Background: an optimization exercise with open tools, aiming at small area. Do not read the settings as production practice.
At most, simulation tests tie the RTL to the original design; equivalence was not proved.
No functional check of the RTL was part of run 1.
No activity file was given, so power comes from the tool's default toggle rates.

==> config.mk <==
export PLATFORM = sky130hd
export DESIGN_NAME = filter
export DESIGN_NICKNAME = filter
export VERILOG_FILES = /design/flow/design.v
export SDC_FILE = /design/flow/constraint.sdc
export NUM_CORES = 4
export LEC_CHECK = 0
export CAP_MARGIN = 20
export CORE_MARGIN = 2
export CORE_UTILIZATION = 40
export CTS_CLUSTER_DIAMETER = 60
export CTS_CLUSTER_SIZE = 30
export SLEW_MARGIN = 20
==> constraint.sdc <==
create_clock -name core_clock -period 6.0 [get_ports {i_clk}]
set_input_delay 1.2000 -clock core_clock [delete_from_list [all_inputs] [get_ports {i_clk}]]
set_output_delay 1.2000 -clock core_clock [all_outputs]
set_load 0.01 [all_outputs]
==> design.v <==
`timescale 1ns / 1ps
module filter (i_clk, i_rst_n, i_data, o_data);
	input i_clk, i_rst_n;
	input  signed [17:0] i_data;
	output reg signed [17:0] o_data;
	reg [3:0] cnt;           
	reg started;             
	reg [197:0] ring;        
	reg [10:0] lo;            
	reg [9:0] hi;            
	reg cy;                  
	reg z;                   
	wire ins = (cnt == 4'd15);
	wire keep = ~ins & started;
	wire [17:0] r10 = ring[197:180];
	wire [17:0] rd0 = ring[35:18];
	wire [17:0] rd1 = ring[107:90];
	wire [17:0] rd2 = ring[161:144];
	reg [2:0] sel_d;
	reg neg_d, sh_d;
	always @(*) begin
		sel_d = 3'd0; neg_d = 1'b0; sh_d = 1'b0;
		case (cnt)
			4'd15: begin sel_d[2] = 1'b1; end
			4'd0: begin sel_d[2] = 1'b1; end
			4'd1: begin sel_d[0] = 1'b1; neg_d = 1'b1; end
			4'd2: begin sel_d[2] = 1'b1; end
			4'd3: begin sel_d[0] = 1'b1; sh_d = 1'b1; end
			4'd4: begin sel_d[0] = 1'b1; end
			4'd5: begin sel_d[1] = 1'b1; neg_d = 1'b1; end
			4'd6: begin sel_d[0] = 1'b1; neg_d = 1'b1; sh_d = 1'b1; end
			4'd7: begin sel_d[2] = 1'b1; neg_d = 1'b1; sh_d = 1'b1; end
			4'd8: begin sel_d[1] = 1'b1; end
			4'd9: begin sel_d[2] = 1'b1; neg_d = 1'b1; end
			4'd10: begin sel_d[2] = 1'b1; end
			4'd11: begin sel_d[1] = 1'b1; neg_d = 1'b1; end
			4'd12: begin sel_d[2] = 1'b1; neg_d = 1'b1; end
			4'd13: begin sel_d[1] = 1'b1; sh_d = 1'b1; end
			default: ;
		endcase
	end
	wire [2:0] sel = sel_d;
	wire neg = neg_d;
	wire sh = sh_d;
	wire [17:0] word = ({18{sel[0]}} & rd0) | ({18{sel[1]}} & rd1) | ({18{sel[2]}} & rd2);
	wire [17:0] tw = word ^ {18{neg}};    
	wire ld = ins;
	wire hs = ~ins & sh;
	wire hp = ~ins & ~sh;
	wire [10:0] lo_b = ({11{hs}} & {hi[0] ^ cy, lo[10:1]}) | ({11{hp}} & lo) | {6'd0, ld, 4'd0};
	wire [9:0] hi_b = ({10{hs}} & {hi[9], hi[9:1]}) | ({10{hp}} & hi);
	wire hi_ci = (hs & hi[0] & cy) | (hp & cy);
	wire [10:0] lo_t = tw[10:0];
	wire [9:0] hi_t = {{3{tw[17]}}, tw[17:11]};
	wire [11:0] la_c;
	wire [10:0] la_s;
	assign la_c[0] = neg;
	genvar la_i;
	generate for (la_i = 0; la_i < 11; la_i = la_i + 1) begin : la_g
		assign la_s[la_i] = lo_b[la_i] ^ lo_t[la_i] ^ la_c[la_i];
		assign la_c[la_i + 1] = (lo_b[la_i] & lo_t[la_i]) | (la_c[la_i] & (lo_b[la_i] ^ lo_t[la_i]));
	end endgenerate
	wire [10:0] ha_c;
	wire [9:0] ha_s;
	assign ha_c[0] = hi_ci;
	genvar ha_i;
	generate for (ha_i = 0; ha_i < 10; ha_i = ha_i + 1) begin : ha_g
		assign ha_s[ha_i] = hi_b[ha_i] ^ hi_t[ha_i] ^ ha_c[ha_i];
		assign ha_c[ha_i + 1] = (hi_b[ha_i] & hi_t[ha_i]) | (ha_c[ha_i] & (hi_b[ha_i] ^ hi_t[ha_i]));
	end endgenerate
	wire [20:0] acc = {hi, lo};
	wire ovf = ~((acc[20] == acc[19]) && (acc[20] == acc[18]));
	wire tie = z & ~acc[0];
	wire en = ins & started;
	wire en_v = en & ~ovf;
	wire en_p = en & ovf & ~acc[20];    
	wire en_n = en & ovf & acc[20];     
	wire [17:0] val = {acc[18:2], acc[1] & ~tie};
	wire [17:0] o_nx = ({18{en_v}} & val) | {en_n, {17{en_p}}} | ({18{~en}} & o_data);
	always @(posedge i_clk, negedge i_rst_n)
		if (!i_rst_n) begin
			cnt <= 4'd0;
			started <= 1'b0;
			o_data <= 18'd0;
		end else begin
			cnt <= cnt + 4'd1;
			started <= started | ins;
			o_data <= o_nx;
		end
	always @(posedge i_clk) begin
		ring <= {ring[179:0], ({18{ins}} & i_data) | ({18{keep}} & r10)};
		lo <= la_s;
		cy <= la_c[11];
		hi <= ha_s;
		z <= ld | (z & ~(hs & lo[0]));
	end
endmodule
==> flow/run.sh <==
#!/bin/bash
# Own layout flow: the standard flow (standard synthesis unchanged), with
#  - the smallest buffer (buf_1) on the ports instead of the default choice,
#  - clock tree of clkbuf_8 with sink clusters sized for this design, without dummy loads,
#  - power recovery (downsizing of cells off the critical paths) after global
#    routing.
# The make output goes to standard.log in this folder; ORFS's own per-step
# logs are under orfs/logs.
set -euo pipefail
bash standard.sh \
  "BUFFER_PORTS_ARGS=-buffer_cell sky130_fd_sc_hd__buf_1" \
  "CTS_ARGS=-sink_clustering_enable -repair_clock_nets -dont_use_dummy_load -buf_list sky130_fd_sc_hd__clkbuf_8 -sink_clustering_size 20 -sink_clustering_max_diameter 60" \
  "RECOVER_POWER=100" \
  finish > standard.log 2>&1
==> standard.sh <==
#!/bin/bash
# synth_recipe.tcl (not shown) runs the flow's synth.tcl, then flattens the netlist and writes it again
# the make line also repeats each setting of config.mk as NAME=value (left out here)
make -C /OpenROAD-flow-scripts/flow DESIGN_CONFIG=/design/flow/config.mk WORK_HOME=/design/flow/orfs CLKGATE_MAP_FILE= SYNTH_SCRIPT=/design/flow/synth_recipe.tcl "${@:-finish}"
==> results by group, run 1 <==
Power
  • Switching power: between 0.5 and 0.6 mW
  • Switching Fraction: roughly 22%
  • Combinational Power Share: 6.0%
  • Reg power frac: between 60% and 70%
  • Peak VDD IR: between 0.1 and 0.15 mV
  • Clock Power Share: between 20% and 30%
  • Cell internal pwr: 2.006 mW
  • PD cells: around 340 nW/um^2
  • Leakage: 2.996 nW

CTS
  • CTS tree: done
  • Clk Latency, worst-skew pair: approximately 510 ps
  • Clk Tree Root Cell: clkbuf_8
  • Clock sink count: around 240
  • Clk pin slew, worst setup/hold paths: around 120 ps
  • H-tree depth: 1
  • CTS Buf Count: 16
  • Clock buffer depth: 3

Detailed routing
  • WL final: 11.34 mm
  • # DRC: 0
  • Via count: about 3600
  • ANT nets after route: 0
  • Initial DRC count: 228
  • Vias per std cell: 4.643
  • WL/cell: 14.64 microns
  • TritonRoute pass-1 iters: 6

Timing
  • Worst slew pin tran: 1801 ps
  • Slew headroom: -20.05%
  • Final setup fails: 0
  • Peak Freq: roughly 0.17 GHz
  • PnR worst setup slack: roughly 260 ps
  • Max-slew violations: 42
  • Clock Skews: about 50 ps
  • Final period util: a little over nine tenths
  • Fin Setup TNS: 0 ps
  • Final Hold Viols: 0
  • Fin crit period: 5742 ps

Status
  • Outcome: finished with violations
  • Layout check faults: capacitance limit, slew limit

Die
  • Chip height: ~130 microns
  • I/O Pins: 38
  • Row count: 47
  • Die width: 134.9 microns
  • Initial core utilization: 41.15%
  • Die area: 18190 sq um
  • Core Box Area: 16640 sq um

Placed design
  • GP Congestion: slightly above 0.7
  • PortBufs: 37
  • Pre-CTS WS: between 30 and 40 ps
  • Detail Placement HPWL: around 7.5 mm

Global route
  • Grt ovf: 0
  • Vias in the first global route: between 3000 and 4000
  • Initial antenna violation count: 0
  • All-Layer GR Usage: between 10% and 20%
  • Pin count of the biggest net entering global routing: 42
  • First-pass GRT wire length: roughly 19 mm

Yosys
  • Synth warn: 1
  • Area leader, netlist: dfxtp_1
  • Synthesized area per cell: 13.46 sq um
  • Synthesized Nets: roughly 550
  • Mapped Cells: between 500 and 600
  • Mapped Area: about 7000 sq um
  • Synth area leaders: dfxtp_1 (65%), dfrtp_1 (8.4%), fa_1 (5.6%)
  • Cell variety after synth: 38
  • Synth async-reset ratio: around a tenth
  • Synth Flop Type: dfxtp_1
  • Sequential area share after synthesis: 73.00%
  • Register bit count reported by yosys: around 240
  • Yosys top cell area share: 64.60%
  • Post-synth EDFFs: 0

Critical path
  • Worst-path cell chain: inv_1, ha_1, nand2b_2, a21oi_4, a31oi_4, buf_6, a222oi_1, mux2_2, fa_1, fa_1, inv_1, fa_1, inv_1, fa_1, inv_1, fa_1, fa_2, fa_1, inv_1, fa_1, inv_1, fa_1, fa_1
  • Most used cell, CP: fa_1
  • Critical path endpoint category: register
  • Critical path arrival: 6210 ps
  • CP startpoint kind: register
  • Largest stage delay, worst path: around 540 ps
  • Crit Path Class: register to register
  • Required time of the critical path: 6470 ps
  • Worst-path maximum fanout: 17
  • Slowest-stage cell, CP: fa_1
  • R2r startpoint: cnt[0]
  • CP delay by family, top: adder cells
  • CP Launch Point: cnt[0]
  • Critical path buffers and inverters: 7

Min path
  • Worst min-delay path class: register to register
  • Worst hold start: ring[165]

Cells and area
  • Nets: about 600
  • Diodes inserted: 0
  • # fillers: about 1500
  • Layout cells sized above 1: slightly above 9%
  • Synthesis-to-layout area growth: 10.01%

Job
  • Max Cap Violations: 1
==> cell usage in the layout (no fill, tap or decap), types with 2 or more instances in the layout <==
cell and instances:
inv_1 15, clkbuf_8 16, fa_2 9, a22oi_1 3
dfrtp_1 22, o21ai_0 36, a222oi_1 18, ha_1 3
nor2_1 5, buf_1 37, xnor2_1 22, dfxtp_1 221
buf_4 11, a22o_1 14, fa_1 10, clkbuf_1 2
xor2_1 3, a21oi_1 19, nor2_2 3, mux2_2 2
nand2b_1 4, nand2_1 60
==> state kept, by name (all words and copies together), names as in the netlist <==
name     flops
cnt          4
cy           1
hi          10
lo          11
o_data      18
ring       198
started      1
z            1
==> power groups by stage <==
stage | clock network [mW] | registers, mW | logic, mW
detailed placement | 0 | 1.78 | 0.158
floorplan | 0 | 1.80 | 0.0590
global placement | 0 | 1.77 | 0.155
CTS | 0.721 | 1.74 | 0.158
global route | 0.784 | 1.75 | 0.176
finish | 0.693 | 1.74 | 0.155
==> worst register-to-register path: cells and delay by family, from the launching register on <==
kind                       cells  cell delay [ps]
DFF                            1              420
and+or+nand+nor                1              210
AOI/OAI and AO/OA              3              590
muxes                          1              260
buffers and inverters          7              580
adders and majority gates     11             3630
==> synth_stat cells, drive strengths merged (6+ instances only) <==
master	n
dfxtp	221
nand2	60
o21ai	37
dfrtp	23
xnor2	22
a21oi	20
fa	19
a222oi	18
inv	15
a22o	14
clkbuf	13
buf	8
nor2	8
nand2b	6
==> kinds of logic after synthesis <==
family | Yosys count | synth area share (%)
flops | 244 | 73.00
compound gates | 100 | 10.03
simple gates | 79 | 4.914
buf+inv | 36 | 2.283
xor+xnor | 25 | 3.197
fa+ha+maj | 22 | 6.102
mux | 3 | 0.4750
==> worst paths after layout <==
check,slack [ps],end,depth (start not counted)
max,260,lo[10],23
min,320,ring[183],0
max reg2reg,260,lo[10],23
min reg2reg,320,ring[183],0
max in group asynchronous,4250,cnt[0],2
min in group asynchronous,980,o_data[0],2
==> what timing repair did <==
item	in CTS	in global routing
hold buffers	0	0
endpoints found under the setup margin	0	3
endpoints found under the hold margin	0	0
gates resized for setup	0	9
setup buffers	0	1
==> final cells by class <==
cell class	count	area, sq um	area share [%]
Clock buffer	16	220.2	2.923
Timing Repair Buffer	51	240.2	3.188
Sequential cell	244	5001	66.37
Inverter	15	56.30	0.7473
Multi-Input combinational cell	229	1742	23.12
Tap cell	220	275.3	3.653
==> stage by stage <==
step / utilization (%) / power, mW / hold slack, ps / instances / area (sq um)
2_1_floorplan: - / 1.861 / 309.6 / 509 / 6874
3_3_place_gp: 43.78 / 1.927 / 309.7 / 758 / 7286
3_5_place_dp: 43.78 / 1.935 / 312.1 / 758 / 7286
4_1_cts: 45.10 / 2.619 / 316.5 / 774 / 7506
5_1_grt: 45.27 / 2.711 / 329.5 / 775 / 7535
6_report: 45.27 / 2.586 / 316.5 / 775 / 7535
==> metal layers <==
layer / global-route usage (%) / wire [microns] / vias up
met5: 0 / 0 / -
met1: 18.34 / 5628 / 1725
met3: 2.477 / 441 / 19
li1: - / - / 1786
met4: 4.561 / 246 / 0
met2: 19.57 / 5026 / 68
==> run 2: changes to the inputs <==
--- a/design.v
+++ b/design.v
@@ -7,6 +7,6 @@
 	reg started;             
 	reg [197:0] ring;        
-	reg [10:0] lo;            
-	reg [9:0] hi;            
+	reg [9:0] lo;            
+	reg [10:0] hi;            
 	reg cy;                  
 	reg z;                   
@@ -48,22 +48,22 @@
 	wire hs = ~ins & sh;
 	wire hp = ~ins & ~sh;
-	wire [10:0] lo_b = ({11{hs}} & {hi[0] ^ cy, lo[10:1]}) | ({11{hp}} & lo) | {6'd0, ld, 4'd0};
-	wire [9:0] hi_b = ({10{hs}} & {hi[9], hi[9:1]}) | ({10{hp}} & hi);
+	wire [9:0] lo_b = ({10{hs}} & {hi[0] ^ cy, lo[9:1]}) | ({10{hp}} & lo) | {5'd0, ld, 4'd0};
+	wire [10:0] hi_b = ({11{hs}} & {hi[10], hi[10:1]}) | ({11{hp}} & hi);
 	wire hi_ci = (hs & hi[0] & cy) | (hp & cy);
-	wire [10:0] lo_t = tw[10:0];
-	wire [9:0] hi_t = {{3{tw[17]}}, tw[17:11]};
-	wire [11:0] la_c;
-	wire [10:0] la_s;
+	wire [9:0] lo_t = tw[9:0];
+	wire [10:0] hi_t = {{3{tw[17]}}, tw[17:10]};
+	wire [10:0] la_c;
+	wire [9:0] la_s;
 	assign la_c[0] = neg;
 	genvar la_i;
-	generate for (la_i = 0; la_i < 11; la_i = la_i + 1) begin : la_g
+	generate for (la_i = 0; la_i < 10; la_i = la_i + 1) begin : la_g
 		assign la_s[la_i] = lo_b[la_i] ^ lo_t[la_i] ^ la_c[la_i];
 		assign la_c[la_i + 1] = (lo_b[la_i] & lo_t[la_i]) | (la_c[la_i] & (lo_b[la_i] ^ lo_t[la_i]));
 	end endgenerate
-	wire [10:0] ha_c;
-	wire [9:0] ha_s;
+	wire [11:0] ha_c;
+	wire [10:0] ha_s;
 	assign ha_c[0] = hi_ci;
 	genvar ha_i;
-	generate for (ha_i = 0; ha_i < 10; ha_i = ha_i + 1) begin : ha_g
+	generate for (ha_i = 0; ha_i < 11; ha_i = ha_i + 1) begin : ha_g
 		assign ha_s[ha_i] = hi_b[ha_i] ^ hi_t[ha_i] ^ ha_c[ha_i];
 		assign ha_c[ha_i + 1] = (hi_b[ha_i] & hi_t[ha_i]) | (ha_c[ha_i] & (hi_b[ha_i] ^ hi_t[ha_i]));
@@ -91,5 +91,5 @@
 		ring <= {ring[179:0], ({18{ins}} & i_data) | ({18{keep}} & r10)};
 		lo <= la_s;
-		cy <= la_c[11];
+		cy <= la_c[10];
 		hi <= ha_s;
 		z <= ld | (z & ~(hs & lo[0]));
==> flow/run.sh (replaced) <==
#!/bin/bash
# Own layout flow: the standard flow, with
#  - the standard synthesis, then its combinational logic re-mapped for area
#    by ABC (remap.ys; registers and adder cells kept, with their names),
#  - the smallest buffer (buf_1) on the ports instead of the default choice,
#  - a clock tree of clkbuf_8 with sink clusters sized for this design and
#    no dummy loads.
# Each tool's output goes to a log in this folder (synth.log, remap.log,
# standard.log); ORFS's own per-step logs are under orfs/logs.
set -euo pipefail
ARGS=(
  "BUFFER_PORTS_ARGS=-buffer_cell sky130_fd_sc_hd__buf_1"
  "CTS_ARGS=-sink_clustering_enable -repair_clock_nets -dont_use_dummy_load -buf_list sky130_fd_sc_hd__clkbuf_8 -sink_clustering_size 20 -sink_clustering_max_diameter 60"
)
bash standard.sh "${ARGS[@]}" synth > synth.log 2>&1
R=orfs/results/sky130hd/filter/base
cp $R/1_2_yosys.v $R/1_2_yosys_standard.v
LIB=$FLOW_HOME/platforms/sky130hd/lib/sky130_fd_sc_hd__tt_025C_1v80.lib
DU=""
for c in probe_p_8 probec_p_8 lpflow_bleeder_1 lpflow_clkbufkapwr_1 lpflow_clkbufkapwr_16 lpflow_clkbufkapwr_2 lpflow_clkbufkapwr_4 lpflow_clkbufkapwr_8 lpflow_clkinvkapwr_1 lpflow_clkinvkapwr_16 lpflow_clkinvkapwr_2 lpflow_clkinvkapwr_4 lpflow_clkinvkapwr_8 lpflow_decapkapwr_12 lpflow_decapkapwr_3 lpflow_decapkapwr_4 lpflow_decapkapwr_6 lpflow_decapkapwr_8 lpflow_inputiso0n_1 lpflow_inputiso0p_1 lpflow_inputiso1n_1 lpflow_inputiso1p_1 lpflow_inputisolatch_1 lpflow_isobufsrc_1 lpflow_isobufsrc_16 lpflow_isobufsrc_2 lpflow_isobufsrc_4 lpflow_isobufsrc_8 lpflow_isobufsrckapwr_16 lpflow_lsbuf_lh_hl_isowell_tap_1 lpflow_lsbuf_lh_hl_isowell_tap_2 lpflow_lsbuf_lh_hl_isowell_tap_4 lpflow_lsbuf_lh_isowell_4 lpflow_lsbuf_lh_isowell_tap_1 lpflow_lsbuf_lh_isowell_tap_2 lpflow_lsbuf_lh_isowell_tap_4; do DU="$DU -dont_use sky130_fd_sc_hd__$c"; done
SCRIPT="strash;dch,-f;amap;topo;stime,-c"
sed "s#@LIB@#$LIB#g; s#@IN@#$R/1_2_yosys_standard.v#; s#@OUT@#$R/1_2_yosys.v#; s#@DONTUSE@#$DU#; s#@SCRIPT@#$SCRIPT#" flow/remap.ys > remap_run.ys
yosys -l remap.log remap_run.ys > /dev/null 2>&1
rm -f $R/1_synth.odb $R/1_synth.sdc
bash standard.sh "${ARGS[@]}" finish > standard.log 2>&1
==> flow/remap.ys (new file) <==
# Re-map the combinational logic of the standard synthesis for area.
# Registers (and full/half adder cells) are kept as they are, with their names.
read_liberty -ignore_miss_func @LIB@
blackbox sky130_fd_sc_hd__df* sky130_fd_sc_hd__sdf* sky130_fd_sc_hd__edf* sky130_fd_sc_hd__dl* sky130_fd_sc_hd__fa_* sky130_fd_sc_hd__ha_* sky130_fd_sc_hd__conb_*
read_verilog @IN@
hierarchy -top filter
flatten
opt -purge
abc -liberty @LIB@ @DONTUSE@ -script +@SCRIPT@
opt_clean -purge
hilomap -singleton -hicell sky130_fd_sc_hd__conb_1 HI -locell sky130_fd_sc_hd__conb_1 LO
insbuf -buf sky130_fd_sc_hd__buf_4 A X
splitnets
opt_clean -purge
stat -liberty @LIB@
write_verilog -noattr -nohex -nodec @OUT@
--- a/config.mk
+++ b/config.mk
@@ -8,6 +8,7 @@
 export CAP_MARGIN = 20
 export CORE_MARGIN = 2
-export CORE_UTILIZATION = 40
+export CORE_UTILIZATION = 60
 export CTS_CLUSTER_DIAMETER = 60
-export CTS_CLUSTER_SIZE = 30
+export CTS_CLUSTER_SIZE = 20
+export PLACE_DENSITY = 0.7
 export SLEW_MARGIN = 20
==> results by group, run 2 <==
Critical path
  • Most used cell, CP: fa_2
  • Crit Path Class: register to register
  • Largest stage delay, worst path: 400 ps (-140 ps)
  • R2R Path End: hi[10]
  • Worst R2R Setup Slack: -60 ps (-320 ps)
  • R2r startpoint: cnt[1]
  • Reg2reg path depth: 26 (+13%)
  • Critical path arrival: 6480 ps (+270 ps)
  • Critical path endpoint category: register
  • CP startpoint kind: register
  • Slowest-stage cell, CP: fa_2
  • Required time of the critical path: 6420 ps (-50 ps)
  • Worst-path maximum fanout: 6 (-11)

Detailed routing
  • WL final: 12.15 mm (+7.1%)
  • TritonRoute pass-1 iters: 5 (-1)
  • WL/cell: 16.71 microns (+14%)
  • # DRC: 0 (unchanged)
  • ANT nets after route: 0 (unchanged)
  • Vias per std cell: 5.366 (+16%)
  • Initial DRC count: 258 (+13%)
  • Via count: 3901 (+8.4%)

Cells and area
  • Synthesis-to-layout area growth: 11.25%
  • Nets: 631 (+5.3%)
  • Largest Register: ring
  • Diodes inserted: 0 (unchanged)
  • Regs by FF count: ring (198), o_data (18), hi (11)
  • # fillers: 797 (-47%)
  • Commonest cells after routing, fill and taps aside: dfxtp_1 (221), nand2_1 (42), buf_1 (37)
  • Max reg flops: 198 (unchanged)
  • Layout cells sized above 1: 14.48% (+5.3 points)
  • Storage element area: 5001 sq um (unchanged)
  • Multi-input logic area: 1660 sq um (-4.7%)
  • Commonest non-fill, non-tap cell in the layout: dfxtp_1

Status
  • Layout check faults: setup timing
  • Outcome: finished with violations

CTS
  • Clock sink count: 244 (unchanged)
  • CTS tree: done
  • Clock buffer depth: 3 (unchanged)
  • H-tree depth: 1 (unchanged)
  • Clk Tree Root Cell: clkbuf_8
  • Clk pin slew, worst setup/hold paths: 110 ps (about the same)
  • CTS Buf Count: 16 (unchanged)
  • Clk Latency, worst-skew pair: 500 ps (about the same)

Yosys
  • Synthesized Nets: 566 (+2.7%)
  • Synth warn: 1 (unchanged)
  • Synthesized area per cell: 13.01 sq um (-3.3%)
  • Mapped Area: 6818 sq um (-0.46%)
  • Mapped Cells: 524 (+2.9%)

Die
  • Row count: 38 (-19%)
  • I/O Pins: 38 (unchanged)
  • Initial core utilization: 62.08% (+21 points)
  • Die area: 12230 sq um (-33%)
  • Chip height: 110.6 microns (-18%)
  • Core Box Area: 10980 sq um (-34%)
  • Die width: 110.6 microns (-18%)

Placed design
  • GP Congestion: 0.9244 (+27%)
  • Detail Placement HPWL: 8.131 mm (+8.1%)
  • PortBufs: 37 (unchanged)
  • Pre-CTS WS: -65.42 ps (-99.60 ps)

Min path
  • Hold endpoint: ring[94]
  • Hold path cells: 0 (unchanged)
  • Worst min-delay path class: register to register
  • Worst hold start: ring[76]

Timing
  • Clock Skews: 57.66 ps (+7.645 ps)
  • Final setup fails: 1 (+1)
  • Unrepaired setup endpoints after global routing: true
  • PnR worst setup slack: -63.96 ps (-321.5 ps)
  • Slew headroom: 42.52% (+63 points)
  • Peak Freq: 0.1649 GHz (-5.3%)
  • Fin crit period: 6064 ps (+321.5 ps)
  • Worst hold slack: 264.4 ps (-52.07 ps)
  • Final period util: 101.1% (+5.4 points)
  • Max-slew violations: 0 (-100%)
  • Final Hold Viols: 0 (unchanged)
  • Worst slew pin tran: 862.3 ps (-938.5 ps)

Global route
  • First-pass GRT wire length: 19.90 mm (+6.7%)
  • Vias in the first global route: 3924 (+8.2%)
  • Initial antenna violation count: 0 (unchanged)
  • Grt ovf: 0 (unchanged)
  • All-Layer GR Usage: 20.27% (+7.4 points)
  • Pin count of the biggest net entering global routing: 24 (-43%)

Power
  • Leakage: 3.022 nW (+0.86%)
  • Peak VDD IR: 0.2453 mV (+90%)
  • PD cells: 338.3 nW/um^2 (-1.4%)

Job
  • Max Cap Violations: 0 (-1)
## run 2: stage by stage
| stage | cells | util (%) | power (mW) | TNS (ps) | cell area, sq um |
|---|---|---|---|---|---|
| 3_5_place_dp | 705 | 66.38 | 1.927 | -128.7 | 7291 |
| 6_report | 727 | 69.06 | 2.566 | -63.96 | 7585 |
| 3_3_place_gp | 705 | 66.38 | 1.919 | 0 | 7291 |
| 4_1_cts | 723 | 68.54 | 2.595 | -46.24 | 7527 |
| 5_1_grt | 727 | 69.06 | 2.686 | -381.9 | 7585 |
| 2_1_floorplan | 524 | - | 1.934 | 0 | 6947 |
## run 2: critical path, delay by kind of cell (launching register included)
family | cells | cell delay (ps)
DFF | 1 | 390
AOI/OAI and AO/OA | 6 | 680
and+or+nand+nor | 5 | 540
adders and majority gates | 11 | 3980
buffers and inverters | 4 | 410
## run 2: layout make-up
type,count,area share [%]
sequential,244,65.94
timing repair buffer,65,4.652
clock buffer,16,2.903
tap,140,2.309
multi-input combinational,221,21.89
inverter,41,2.309
## run 2: repair_timing
action	in CTS	in global routing
endpoints found under the hold margin	0	0
gates resized for setup	2	10
pin swaps	2	6
buffers inserted	2	4
hold buffers	0	0
endpoints found under the setup margin	2	3
## run 2: metal layers
metal  track usage, %  wire length (microns)  vias to the layer above
met5                0                      0                        -
li1                 -                      -                     1889
met4            6.250                    291                        0
met1            29.26                   5721                     1890
met2            31.82                   5518                      101
met3            3.293                    616                       21
## run 2: how the worst max path moves through the flow
stage	start	end	slack, ps	cells past startpoint
after floorplan	cnt[0]	hi[10]	20	26
after global placement	cnt[0]	hi[10]	40	21
after detailed placement	cnt[1]	hi[10]	-70	21
after CTS	cnt[0]	hi[10]	-50	21
after global routing	cnt[1]	hi[10]	-380	26
final	cnt[1]	hi[10]	-60	26
## run 2: report_power, final
part | leakage, nW | internal (mW) | total, mW | switching (mW)
clock | 0.115 | 0.242 | 0.681 | 0.439
combinational | 0.804 | 0.0574 | 0.150 | 0.0928
sequential | 2.10 | 1.70 | 1.74 | 0.0359

==> what the ideal ports hide <==
How much do the figures lean on ideal ports? The routed layouts below were timed once more, with nothing changed but the port constraints. Step 1: set_driving_cell puts a clkbuf_16 on i_clk and a buf_2 on each other input, an assumption about the parent block. Step 2 adds t to the input delays and takes it off the output delays; t is the mean of the earliest and latest rising clock arrival at the registers after step 1. Input paths then give back, and output paths get back, about the clock's delay inside the block. Three values: ideal, step 1, step 2; two values: the first two.
| run | t (ns) | setup WS [ns] | hold slack, ns | worst setup path after step 2 |
|---|---|---|---|---|
| run 1 | 0.524 | 0.258 / 0.258 / 0.258 | 0.316 / 0.316 / 0.316 | register to register |
| run 2 | 0.506 | -0.064 / -0.064 / -0.064 | 0.264 / 0.264 / 0.264 | register to register |
